Background: an optimization exercise with open tools, aiming at small area, a short achievable clock period and few clock cycles. Do not read the settings as production practice.
Where RTL was checked, it was by simulation tests only, not by an equivalence proof against the original.
Power is estimated from default activity; no workload was simulated.

==> inputs of job 802 <==
==> flow/design.v <==
`timescale 1ns/10ps
module LBP ( clk, reset, gray_addr, gray_req, gray_data, lbp_addr, lbp_write, lbp_data, finish);
input   	clk;
input   	reset;
output  [5:0] 	gray_addr;
output        	gray_req;
input   	[7:0] 	gray_data;
output reg [5:0] 	lbp_addr;
output reg 		lbp_write;
output reg [7:0] 	lbp_data;
output  	finish;
reg [6:0] cnt;
wire [2:0] r = cnt[5:3];
wire [2:0] c = cnt[2:0];
assign gray_addr = cnt[5:0];
assign gray_req  = 1'b1;
assign finish    = cnt[6];
always @(posedge clk or posedge reset)
begin
	if (reset) cnt <= 7'd0;
	else if (!cnt[6]) cnt <= cnt + 7'd1;
end
reg [7:0] s1, s2, s3, s4, s5, s6, s7, s8, s9;
wire [7:0] n = gray_data;     
wire [7:0] a = s9;            
wire [7:0] b = s8;            
wire [7:0] cc = s7;           
wire [7:0] d = s1;            
always @(posedge clk)
begin
	s1 <= n; s2 <= s1; s3 <= s2; s4 <= s3; s5 <= s4;
	s6 <= s5; s7 <= s6; s8 <= s7; s9 <= s8;
end
reg [3:0] l0_1, l0_2, l0_3, l0_4, l0_5, l0_6, l0_7, l0_8, l0_9;
reg [7:0] l4;
reg [1:0] l5;
reg       l6;
always @(posedge clk)
begin
	l0_1 <= {d >= n, cc >= n, b >= n, a >= n};
	l0_2 <= l0_1; l0_3 <= l0_2; l0_4 <= l0_3; l0_5 <= l0_4;
	l0_6 <= l0_5; l0_7 <= l0_6; l0_8 <= l0_7; l0_9 <= l0_8;
	l4 <= {l4[6:0], n >= d};
	l5 <= {l5[0], n >= cc};
	l6 <= n >= b;
	lbp_data <= {n >= a, l6, l5[1], l4[7], l0_9};
	lbp_addr <= {r - 3'd1, c - 3'd1};
end
always @(posedge clk or posedge reset)
begin
	if (reset) lbp_write <= 1'b0;
	else lbp_write <= !cnt[6] && (r >= 3'd2) && (c >= 3'd2);
end
endmodule
==> flow/run.sh <==
#!/bin/bash
# synth_recipe.tcl (not shown) runs the flow's synth.tcl, then flattens the netlist and writes it again
# the make line also repeats each setting of config.mk as NAME=value (left out here)
make -C /OpenROAD-flow-scripts/flow DESIGN_CONFIG=/design/flow/config.mk WORK_HOME=/design/flow/orfs CLKGATE_MAP_FILE= SYNTH_SCRIPT=/design/flow/synth_recipe.tcl finish
==> flow/config.mk <==
export PLATFORM = sky130hd
export DESIGN_NAME = LBP
export DESIGN_NICKNAME = LBP
export VERILOG_FILES = /design/flow/design.v
export SDC_FILE = /design/flow/constraint.sdc
export NUM_CORES = 4
export LEC_CHECK = 0
export ABC_AREA = 1
export CAP_MARGIN = 20
export CORE_MARGIN = 2
export CORE_UTILIZATION = 40
export SLEW_MARGIN = 20
==> flow/constraint.sdc <==
create_clock -name core_clock -period 4.0 [get_ports {clk}]
set_input_delay 0.8000 -clock core_clock [delete_from_list [all_inputs] [get_ports {clk}]]
set_output_delay 0.8000 -clock core_clock [all_outputs]
set_load 0.01 [all_outputs]
==> job 8920: changes against job 802 <==
==> flow/design.v, changed modules only <==
module LBP ( clk, reset, gray_addr, gray_req, gray_data, lbp_addr, lbp_write, lbp_data, finish);
input   	clk;
input   	reset;
output  [5:0] 	gray_addr;
output        	gray_req;
input   	[7:0] 	gray_data;
output reg [5:0] 	lbp_addr;
output reg 		lbp_write;
output reg [7:0] 	lbp_data;
output reg 	finish;
reg [5:0] cnt;
wire [2:0] r = cnt[5:3];
wire [2:0] c = cnt[2:0];
assign gray_addr = cnt;
assign gray_req  = 1'b1;
always @(posedge clk or posedge reset)
begin
	if (reset) begin
		cnt <= 6'd0;
		finish <= 1'b0;
	end else begin
		cnt <= cnt + 6'd1;
		if (cnt == 6'd63) finish <= 1'b1;
	end
end
always @(posedge clk)
begin
	lbp_write <= !finish && (r >= 3'd2) && (c >= 3'd2);
end
reg [7:0] s1, s2, s3, s4, s5, s6, s7, s8, s9;
wire [7:0] n = gray_data;     
wire [7:0] a = ~s9;           
wire [7:0] b = ~s8;           
wire [7:0] cc = ~s7;          
wire [7:0] d = ~s1;           
always @(posedge clk)
begin
	s1 <= ~n; s2 <= s1; s3 <= s2; s4 <= s3; s5 <= s4;
	s6 <= s5; s7 <= s6; s8 <= s7; s9 <= s8;
end
reg [3:0] l0_1, l0_2, l0_3, l0_4, l0_5, l0_6, l0_7, l0_8, l0_9;
reg [1:0] l5;
reg       l6;
function [1:0] cmp;   
	input [7:0] x, y;
	reg [7:0] g, p;
	reg [3:0] g2, p2;
	reg [1:0] g4, p4;
	begin
		g = x & ~y;
		p = x | ~y;
		g2 = {g[7] | p[7] & g[6], g[5] | p[5] & g[4], g[3] | p[3] & g[2], g[1] | p[1] & g[0]};
		p2 = {g[7] | p[7] & p[6], g[5] | p[5] & p[4], g[3] | p[3] & p[2], g[1] | p[1] & p[0]};
		g4 = {g2[3] | p2[3] & g2[2], g2[1] | p2[1] & g2[0]};
		p4 = {g2[3] | p2[3] & p2[2], g2[1] | p2[1] & p2[0]};
		cmp = {g4[1] | p4[1] & g4[0], g4[1] | p4[1] & p4[0]};
	end
endfunction
wire [1:0] ca = cmp(a, n), cb = cmp(b, n), cc2 = cmp(cc, n), cd = cmp(d, n), cba = cmp(b, a);
wire a_ge = ca[0], n_ge_a = ~ca[1];
wire b_ge = cb[0], n_ge_b = ~cb[1];
wire c_ge = cc2[0], n_ge_c = ~cc2[1];
wire d_ge = cd[0];
wire b_ge_a = cba[0];
always @(posedge clk)
begin
	l0_1 <= {d_ge, c_ge, b_ge, a_ge};
	l0_2 <= l0_1; l0_3 <= l0_2; l0_4 <= l0_3; l0_5 <= l0_4;
	l0_6 <= l0_5; l0_7 <= l0_6; l0_8 <= l0_7; l0_9 <= l0_8;
	l5 <= {l5[0], n_ge_c};
	l6 <= n_ge_b;
	lbp_data <= {n_ge_a, l6, l5[1], b_ge_a, l0_9};
	lbp_addr <= {r - 3'd1, c - 3'd1};
end
endmodule
==> flow/flow/run.sh (new file) <==
#!/bin/bash
# The standard layout, with plain buf_2 cells as the port buffers and a
# clkbuf_16 root and clkbuf_4 leaves in the clock tree, without dummy loads.
set -euo pipefail
export BUFFER_PORTS_ARGS="-buffer_cell sky130_fd_sc_hd__buf_2"
export CTS_ARGS="-sink_clustering_enable -repair_clock_nets -sink_clustering_size 50 -sink_clustering_max_diameter 100 -buf_list {sky130_fd_sc_hd__clkbuf_4} -root_buf sky130_fd_sc_hd__clkbuf_16 -dont_use_dummy_load"
bash standard.sh > standard.log 2>&1
==> flow/standard.sh (new file) <==
#!/bin/bash
# synth_recipe.tcl (not shown) runs the flow's synth.tcl, then flattens the netlist and writes it again
# the make line also repeats each setting of config.mk as NAME=value (left out here)
make -C /OpenROAD-flow-scripts/flow DESIGN_CONFIG=/design/flow/config.mk WORK_HOME=/design/flow/orfs CLKGATE_MAP_FILE= SYNTH_SCRIPT=/design/flow/synth_recipe.tcl "${@:-finish}"
Settings changed: ABC_AREA 1 to unset, CORE_UTILIZATION 40 to 65, GPL_ROUTABILITY_DRIVEN set to 0, SETUP_SLACK_MARGIN set to 2.3.
removed: flow/run.sh
==> job 9389: changes against job 802 <==
==> flow/design.v, changed modules only <==
module LBP ( clk, reset, gray_addr, gray_req, gray_data, lbp_addr, lbp_write, lbp_data, finish);
input   	clk;
input   	reset;
output  [5:0] 	gray_addr;
output        	gray_req;
input   	[7:0] 	gray_data;
output reg [5:0] 	lbp_addr;
output reg 		lbp_write;
output reg [7:0] 	lbp_data;
output reg 	finish;
reg [5:0] cnt;
wire [2:0] r = cnt[5:3];
wire [2:0] c = cnt[2:0];
assign gray_addr = cnt;
assign gray_req  = 1'b1;
always @(posedge clk or posedge reset)
begin
	if (reset) begin
		cnt <= 6'd0;
		finish <= 1'b0;
	end else begin
		cnt <= cnt + 6'd1;
		if (cnt == 6'd63) finish <= 1'b1;
	end
end
always @(posedge clk)
begin
	lbp_write <= !finish && (r >= 3'd2) && (c >= 3'd2);
end
reg [7:0] s1, s2, s3, s4, s5, s6, s7, s8, s9;
wire [7:0] n = gray_data;     
wire [7:0] a = ~s9;           
wire [7:0] b = ~s8;           
wire [7:0] cc = ~s7;          
wire [7:0] d = ~s1;           
always @(posedge clk)
begin
	s1 <= ~n; s2 <= s1; s3 <= s2; s4 <= s3; s5 <= s4;
	s6 <= s5; s7 <= s6; s8 <= s7; s9 <= s8;
end
reg [3:0] l0_1, l0_2, l0_3, l0_4, l0_5, l0_6, l0_7, l0_8, l0_9;
reg [1:0] l5;
reg       l6;
function [1:0] cmp;   
	input [7:0] x, y;
	reg [7:0] g, p;
	reg [3:0] g2, p2;
	reg [1:0] g4, p4;
	begin
		g = x & ~y;
		p = x | ~y;
		g2 = {g[7] | p[7] & g[6], g[5] | p[5] & g[4], g[3] | p[3] & g[2], g[1] | p[1] & g[0]};
		p2 = {g[7] | p[7] & p[6], g[5] | p[5] & p[4], g[3] | p[3] & p[2], g[1] | p[1] & p[0]};
		g4 = {g2[3] | p2[3] & g2[2], g2[1] | p2[1] & g2[0]};
		p4 = {g2[3] | p2[3] & p2[2], g2[1] | p2[1] & p2[0]};
		cmp = {g4[1] | p4[1] & g4[0], g4[1] | p4[1] & p4[0]};
	end
endfunction
wire [1:0] ca = cmp(a, n), cb = cmp(b, n), cc2 = cmp(cc, n), cd = cmp(d, n), cba = cmp(b, a);
wire a_ge = ca[0], n_ge_a = ~ca[1];
wire b_ge = cb[0], n_ge_b = ~cb[1];
wire c_ge = cc2[0], n_ge_c = ~cc2[1];
wire d_ge = cd[0];
wire b_ge_a = cba[0];
always @(posedge clk)
begin
	l0_1 <= {d_ge, c_ge, b_ge, a_ge};
	l0_2 <= l0_1; l0_3 <= l0_2; l0_4 <= l0_3; l0_5 <= l0_4;
	l0_6 <= l0_5; l0_7 <= l0_6; l0_8 <= l0_7; l0_9 <= l0_8;
	l5 <= {l5[0], n_ge_c};
	l6 <= n_ge_b;
	lbp_data <= {n_ge_a, l6, l5[1], b_ge_a, l0_9};
	lbp_addr <= {r - 3'd1, c - 3'd1};
end
endmodule
==> flow/flow/run.sh (new file) <==
#!/bin/bash
# The standard layout, with plain buf_2 cells as the port buffers and a
# clkbuf_16 root and clkbuf_4 leaves in the clock tree, without dummy loads.
set -euo pipefail
export BUFFER_PORTS_ARGS="-buffer_cell sky130_fd_sc_hd__buf_2"
export CTS_ARGS="-sink_clustering_enable -repair_clock_nets -sink_clustering_size 50 -sink_clustering_max_diameter 100 -buf_list {sky130_fd_sc_hd__clkbuf_4} -root_buf sky130_fd_sc_hd__clkbuf_16 -dont_use_dummy_load"
bash standard.sh > standard.log 2>&1
==> flow/standard.sh (new file) <==
#!/bin/bash
# synth_recipe.tcl (not shown) runs the flow's synth.tcl, then flattens the netlist and writes it again
# the make line also repeats each setting of config.mk as NAME=value (left out here)
make -C /OpenROAD-flow-scripts/flow DESIGN_CONFIG=/design/flow/config.mk WORK_HOME=/design/flow/orfs CLKGATE_MAP_FILE= SYNTH_SCRIPT=/design/flow/synth_recipe.tcl "${@:-finish}"
Settings changed: ABC_AREA 1 to unset, CORE_UTILIZATION 40 to 55, CTS_BUF_LIST set to sky130_fd_sc_hd__clkbuf_8 sky130_fd_sc_hd__clkbuf_4, CTS_CLUSTER_DIAMETER set to 100, CTS_CLUSTER_SIZE set to 40, SETUP_SLACK_MARGIN set to 2.3.
removed: flow/run.sh
==> job 8714: changes against job 802 <==
==> flow/design.v, changed modules only <==
module LBP ( clk, reset, gray_addr, gray_req, gray_data, lbp_addr, lbp_write, lbp_data, finish);
input   	clk;
input   	reset;
output  [5:0] 	gray_addr;
output        	gray_req;
input   	[7:0] 	gray_data;
output reg [5:0] 	lbp_addr;
output reg 		lbp_write;
output reg [7:0] 	lbp_data;
output reg 	finish;
reg [5:0] cnt;
wire [2:0] r = cnt[5:3];
wire [2:0] c = cnt[2:0];
wire last = (cnt == 6'd63);
assign gray_addr = cnt;
assign gray_req  = 1'b1;
always @(posedge clk or posedge reset)
begin
	if (reset) cnt <= 6'd0;
	else if (!last) cnt <= cnt + 6'd1;
end
always @(posedge clk)
begin
	finish <= last;
	lbp_write <= !finish && (r >= 3'd2) && (c >= 3'd2);
end
reg [7:0] s1, s2, s3, s4, s5, s6, s7, s8, s9;
wire [7:0] n = gray_data;     
wire [7:0] a = s9;            
wire [7:0] b = s8;            
wire [7:0] cc = s7;           
wire [7:0] d = s1;            
always @(posedge clk)
begin
	s1 <= n; s2 <= s1; s3 <= s2; s4 <= s3; s5 <= s4;
	s6 <= s5; s7 <= s6; s8 <= s7; s9 <= s8;
end
reg [3:0] l0_1, l0_2, l0_3, l0_4, l0_5, l0_6, l0_7, l0_8, l0_9;
reg [7:0] l4;
reg [1:0] l5;
reg       l6;
function [1:0] cmp;
	input [7:0] x, y;
	reg [7:0] g, e;
	reg [3:0] g2, e2;
	reg [1:0] g4, e4;
	begin
		g = x & ~y;
		e = ~(x ^ y);
		g2 = {g[7] | e[7] & g[6], g[5] | e[5] & g[4], g[3] | e[3] & g[2], g[1] | e[1] & g[0]};
		e2 = {e[7] & e[6], e[5] & e[4], e[3] & e[2], e[1] & e[0]};
		g4 = {g2[3] | e2[3] & g2[2], g2[1] | e2[1] & g2[0]};
		e4 = {e2[3] & e2[2], e2[1] & e2[0]};
		cmp = {g4[1] | e4[1] & g4[0], e4[1] & e4[0]};
	end
endfunction
wire [1:0] ca = cmp(a, n), cb = cmp(b, n), cc2 = cmp(cc, n), cd = cmp(d, n);
wire a_ge = ca[1] | ca[0], n_ge_a = ~ca[1];
wire b_ge = cb[1] | cb[0], n_ge_b = ~cb[1];
wire c_ge = cc2[1] | cc2[0], n_ge_c = ~cc2[1];
wire d_ge = cd[1] | cd[0], n_ge_d = ~cd[1];
always @(posedge clk)
begin
	l0_1 <= {d_ge, c_ge, b_ge, a_ge};
	l0_2 <= l0_1; l0_3 <= l0_2; l0_4 <= l0_3; l0_5 <= l0_4;
	l0_6 <= l0_5; l0_7 <= l0_6; l0_8 <= l0_7; l0_9 <= l0_8;
	l4 <= {l4[6:0], n_ge_d};
	l5 <= {l5[0], n_ge_c};
	l6 <= n_ge_b;
	lbp_data <= {n_ge_a, l6, l5[1], l4[7], l0_9};
	lbp_addr <= {r - 3'd1, c - 3'd1};
end
endmodule
==> flow/flow/run.sh (new file) <==
#!/bin/bash
# The standard layout, with plain buf_2 cells as the port buffers instead of
# the slow delay cells buffer_ports picks by default.
set -euo pipefail
export BUFFER_PORTS_ARGS="-buffer_cell sky130_fd_sc_hd__buf_2"
bash standard.sh > standard.log 2>&1
==> flow/standard.sh (new file) <==
#!/bin/bash
# synth_recipe.tcl (not shown) runs the flow's synth.tcl, then flattens the netlist and writes it again
# the make line also repeats each setting of config.mk as NAME=value (left out here)
make -C /OpenROAD-flow-scripts/flow DESIGN_CONFIG=/design/flow/config.mk WORK_HOME=/design/flow/orfs CLKGATE_MAP_FILE= SYNTH_SCRIPT=/design/flow/synth_recipe.tcl "${@:-finish}"
Settings changed: ABC_AREA 1 to unset, CORE_UTILIZATION 40 to 55, CTS_BUF_LIST set to sky130_fd_sc_hd__clkbuf_8 sky130_fd_sc_hd__clkbuf_4, CTS_CLUSTER_DIAMETER set to 100, CTS_CLUSTER_SIZE set to 40, SETUP_SLACK_MARGIN set to 2.2.
removed: flow/run.sh
==> comparison table <==
quantity                                                                               job 8714         job 802        job 9389        job 8920
Worst Hold Endpoint                                                                           -           s4[0]           s7[7]         l0_8[0]
Combined area of the multi-input logic cells                                         888.4 um^2      884.6 um^2      807.0 um^2      810.8 um^2
Critical path arrival                                                                   0.98 ns         1.56 ns         0.87 ns         0.87 ns
Post-placement setup slack                                                             2.002 ns        1.619 ns        1.957 ns        1.934 ns
Ratio of cells with drive above 1 in the final layout                                    0.2251         0.08877          0.2035          0.1988
Mux cell area share after synthesis                                                    0.005556               0               0               0
DRC violation total after the first TritonRoute iteration                                    56              33              80              81
Tightest Hold Check Type                                                 input pin to async pin    flop to flop    flop to flop    flop to flop
Fraction of the cycle the final worst path needs                                         0.4451          0.5912          0.4174          0.4163
Non-Clock Buffer Area Fraction                                                          0.05149         0.06205         0.05550         0.05439
Run status                                                                       finished clean  finished clean  finished clean  finished clean
Total sequential power                                                                0.00154 W       0.00154 W       0.00146 W       0.00146 W
DR pass1 iterations                                                                           4               5               4               5
Fin cells                                                                                   422             516             416             409
Placeable core region                                                                 6756 um^2       9684 um^2       6350 um^2       5439 um^2
Average instance area after synthesis                                                13.97 um^2      12.31 um^2      12.48 um^2      12.48 um^2
Util after Layout                                                                        0.6726          0.5164          0.6390          0.7444
Worst setup path start                                                                   cnt[1]          cnt[2]          cnt[2]          cnt[2]
Adder-cell area share of the yosys netlist                                               0.1209          0.1140         0.03873         0.03873
Weighted congestion reported at the end of routability-driven placement                  0.7332          0.7734          0.7947               -
Die width                                                                              87.44 um        103.4 um        85.11 um        78.61 um
Met2 wire len                                                                           2428 um         2292 um         2345 um         2497 um
Clock buf/inv share                                                                     0.08838          0.1163         0.03577         0.03585
Internal cell power                                                                  0.002085 W      0.002438 W      0.001699 W      0.001699 W
Largest net degree at the start of global routing                                            17              17              18              18
Met3 track demand over resource in global routing                                       0.07204         0.04234         0.07490         0.09425
Gate Count Post-Synth                                                                       274             321             290             290
Testbench counts of job 802, summed over its fixed seeds: cycles 4,160.
Testbench counts of job 8920, summed over its fixed seeds: cycles 4,160.
Testbench counts of job 9389, summed over its fixed seeds: cycles 4,160.
No functional check of the RTL was part of job 8714.

re-timing with driven ports:
The results above use ideal ports. As a check the final layouts listed here were re-extracted and re-timed, cells and wires unchanged.
Step 1, drivers: a clkbuf_16 drives clk and a buf_2 each remaining input, both assumed.
Step 2, shift: input delay + t, output delay - t, t = (earliest + latest rising clock arrival at the registers) / 2. This alone moves slack from input paths to output paths.
Three values: ideal ports, drivers, drivers and shift; two values: the first two.
run | t, ns | setup WS [ns] | worst hold slack (ns) | pins driven straight from the clock port
job 802 | 0.535 | 1.635 / 1.605 / 1.660 | 0.323 / 0.323 / 0.323 | 1
job 8920 | 0.365 | 2.335 / 2.298 / 2.011 | 0.305 / 0.305 / 0.305 | 1
job 9389 | 0.356 | 2.330 / 2.294 / 1.996 | 0.284 / 0.284 / 0.284 | 1
job 8714 | 0.458 | 2.219 / 2.188 / 2.030 | 0.278 / 0.270 / 0.324 | 1
After both steps setup and hold are still met in every run listed. The setup slack of job 9389, which loses most, moves by -0.036 ns with the drivers and by -0.334 ns with both steps.
